What follows belongs to an exercise in optimizing a design on an open flow for small area, a short achievable clock period and few clock cycles; a production flow would make more cautious choices. The RTL was checked by simulation tests, not by an equivalence proof against the original design. Power figures rest on the tool's default switching activity, not on a simulated workload.

==> flow/design.v (excerpt) <==
module JAM(
    input  clk,
    input  rst_n,
    input  in_valid,
    input  [6:0] in_cost,
    output logic out_valid,
    output logic [3:0] out_job,
    output logic [9:0] out_cost
);
function automatic le8;
    input [7:0] a, b;
    reg [7:0] l, e;
    reg [3:0] l1, e1;
    reg [1:0] l2, e2;
    integer k;
    begin
        l = ~a & b;
        e = ~(a ^ b);
        for (k = 0; k < 4; k = k + 1) begin
            l1[k] = l[2*k+1] | (e[2*k+1] & l[2*k]);
            e1[k] = e[2*k+1] & e[2*k];
        end
        for (k = 0; k < 2; k = k + 1) begin
            l2[k] = l1[2*k+1] | (e1[2*k+1] & l1[2*k]);
            e2[k] = e1[2*k+1] & e1[2*k];
        end
        le8 = l2[1] | (e2[1] & l2[0]) | (e2[1] & e2[0]);
    end
endfunction
function automatic [9:0] add10;
    input [9:0] a, b;
    input ci;
    reg [9:0] g, p, gg, pp, gn, pn;
    integer i, d;
    begin
        g = a & b;
        p = a ^ b;
        gg = g;
        pp = p;
        gg[0] = g[0] | (p[0] & ci);
        for (d = 1; d < 10; d = d * 2) begin
            gn = gg;
            pn = pp;
  ...
Size: ~8000 cells after synthesis, ~72000 sq um of cells after synthesis.
Settings: LEC_CHECK=0, ABC_CLOCK_PERIOD_IN_PS=2500, CAP_MARGIN=20, CORE_MARGIN=2, CORE_UTILIZATION=45, SLEW_MARGIN=20; clock period 12.0 ns.
standard.sh (not shown) runs the stock make flow with config.mk's settings and CLKGATE_MAP_FILE= SYNTH_SCRIPT=/design/flow/synth_recipe.tcl, a recipe that flattens the netlist after the stock synthesis.
==> flow/flow/run.sh <==
#!/bin/bash
# Standard layout, with timing repair aiming well below the clock period.
set -euo pipefail
bash standard.sh SETUP_SLACK_MARGIN=8 finish > flow_make.log 2>&1
The first run went through all stages and came out clean.
Testbench counts at the start, summed over its fixed seeds: cycles 28,532.
Next try:
--- a/flow/design.v
+++ b/flow/design.v
@@ -81,14 +81,39 @@
     reg [6:0] s, cy;
     begin
         s = a ^ b ^ c;
         cy = (a & b) | (a & c) | (b & c);
         add7x3 = add7(s, {cy[5:0], 1'b0}, ci);
     end
 endfunction
+function automatic ge9;
+    input [8:0] a, b;
+    reg [8:0] g, e;
+    reg [4:0] g1, e1;
+    reg [2:0] g2, e2;
+    reg g3, e3;
+    integer k;
+    begin
+        g = a & ~b;
+        e = ~(a ^ b);
+        for (k = 0; k < 4; k = k + 1) begin
+            g1[k] = g[2*k+2] | (e[2*k+2] & g[2*k+1]);
+            e1[k] = e[2*k+2] & e[2*k+1];
+        end
+        g1[4] = g[0];
+        e1[4] = e[0];
+        g2[0] = g1[3] | (e1[3] & g1[2]);
+        e2[0] = e1[3] & e1[2];
+        g2[1] = g1[1] | (e1[1] & g1[0]);
+        e2[1] = e1[1] & e1[0];
+        g3 = g2[0] | (e2[0] & g2[1]);
+        e3 = e2[0] & e2[1];
+        ge9 = g3 | (e3 & (g1[4] | e1[4]));
+    end
+endfunction
 function automatic lt3;
     input [2:0] a, b;
     begin
         lt3 = (~a[2] & b[2]) | (~(a[2] ^ b[2]) & ((~a[1] & b[1]) | (~(a[1] ^ b[1]) & ~a[0] & b[0])));
     end
 endfunction
 function automatic [7:0] rot8;
@@ -168,17 +193,17 @@
     for (integer j = 0; j < 8; j = j + 1) begin
         rv[j] = root & kmask[j];
         Kx[j] = K & {10{!root | kmask[j]}};
         s1[j] = Kx[j] ^ {3'd0, arow[j]} ^ {3'd0, pr[j]};
         c1[j] = ((Kx[j] & {3'd0, arow[j]}) | (Kx[j] & {3'd0, pr[j]}) | ({3'd0, arow[j]} & {3'd0, pr[j]})) << 1;
         s2[j] = s1[j] ^ c1[j] ^ {2'b11, ~dst[j]};
         c2[j] = ((s1[j] & c1[j]) | (s1[j] & {2'b11, ~dst[j]}) | (c1[j] & {2'b11, ~dst[j]})) << 1;
-        sdif[j] = add10(s2[j], c2[j], 1'b1);
+        sdif[j] = {s2[j][9] ^ c2[j][9] ^ ge9(s2[j][8:0], ~c2[j][8:0]), 9'd0};
         sum1[j] = add10(s1[j], c1[j], 1'b0);
-        cand[j] = rv[j] ? sdif[j][7:0] : sum1[j][7:0];
+        cand[j] = rv[j] ? add10(s2[j], c2[j], 1'b1) : sum1[j][7:0];
         lt[j] = root | sdif[j][9];
         eq[j] = !root & ((s2[j] ^ c2[j]) == 10'h3ff);
     end
 logic [7:0][7:0] le;         
 logic [7:0] win;
 logic [7:0] upd;             
 logic [7:0][7:0] deff;       
The changed run finished with timing, DRC and antenna clean.
Hold slack degrades by 0.025 ns.
Clock skew shrinks by 0.0045 ns.
Via count came out lower slightly.
Area after synthesis falls slightly.
Clock-buffer cell count grows by 18.
First-iteration DRC count went up by a few percent.
Routed wire length went down slightly.
Sequential power climbs by a little under a tenth.
Core utilization grows by 1.3 points.
Total power came out lower slightly.
Testbench counts after the change, summed over its fixed seeds: cycles 28,532.

## re-timing with driven ports
In the flow no input, the clock included, has a driving cell. The finished layouts below were timed again as built, in two steps. Step 1, drivers: a clkbuf_16 drives clk and a buf_2 each remaining input, both assumed. Step 2 moves the port delays by t, midway between the first and last clock arrival at a register: inputs arrive t later, outputs are due t later. That takes back most of the time a late clock gives input paths. Three values: ideal ports, drivers, drivers and shift; two values: the first two.
run | shift t [ns] | setup WS [ns] | hold slack, ns | latest minus earliest clock arrival (ns) | worst slew at a driven data input, ns
the first run | 0.882 | 7.843 / 7.843 / 7.223 | 0.337 / 0.337 / 0.337 | 0.070 / 0.070 | 0.07
the second run | 0.879 | 7.689 / 7.689 / 7.177 | 0.312 / 0.312 / 0.312 | 0.072 / 0.071 | 0.13
After both steps setup and hold are still met in every run listed. For the first run, which loses most, drivers alone change the setup slack by 0.000 ns; drivers and shift together by -0.620 ns.
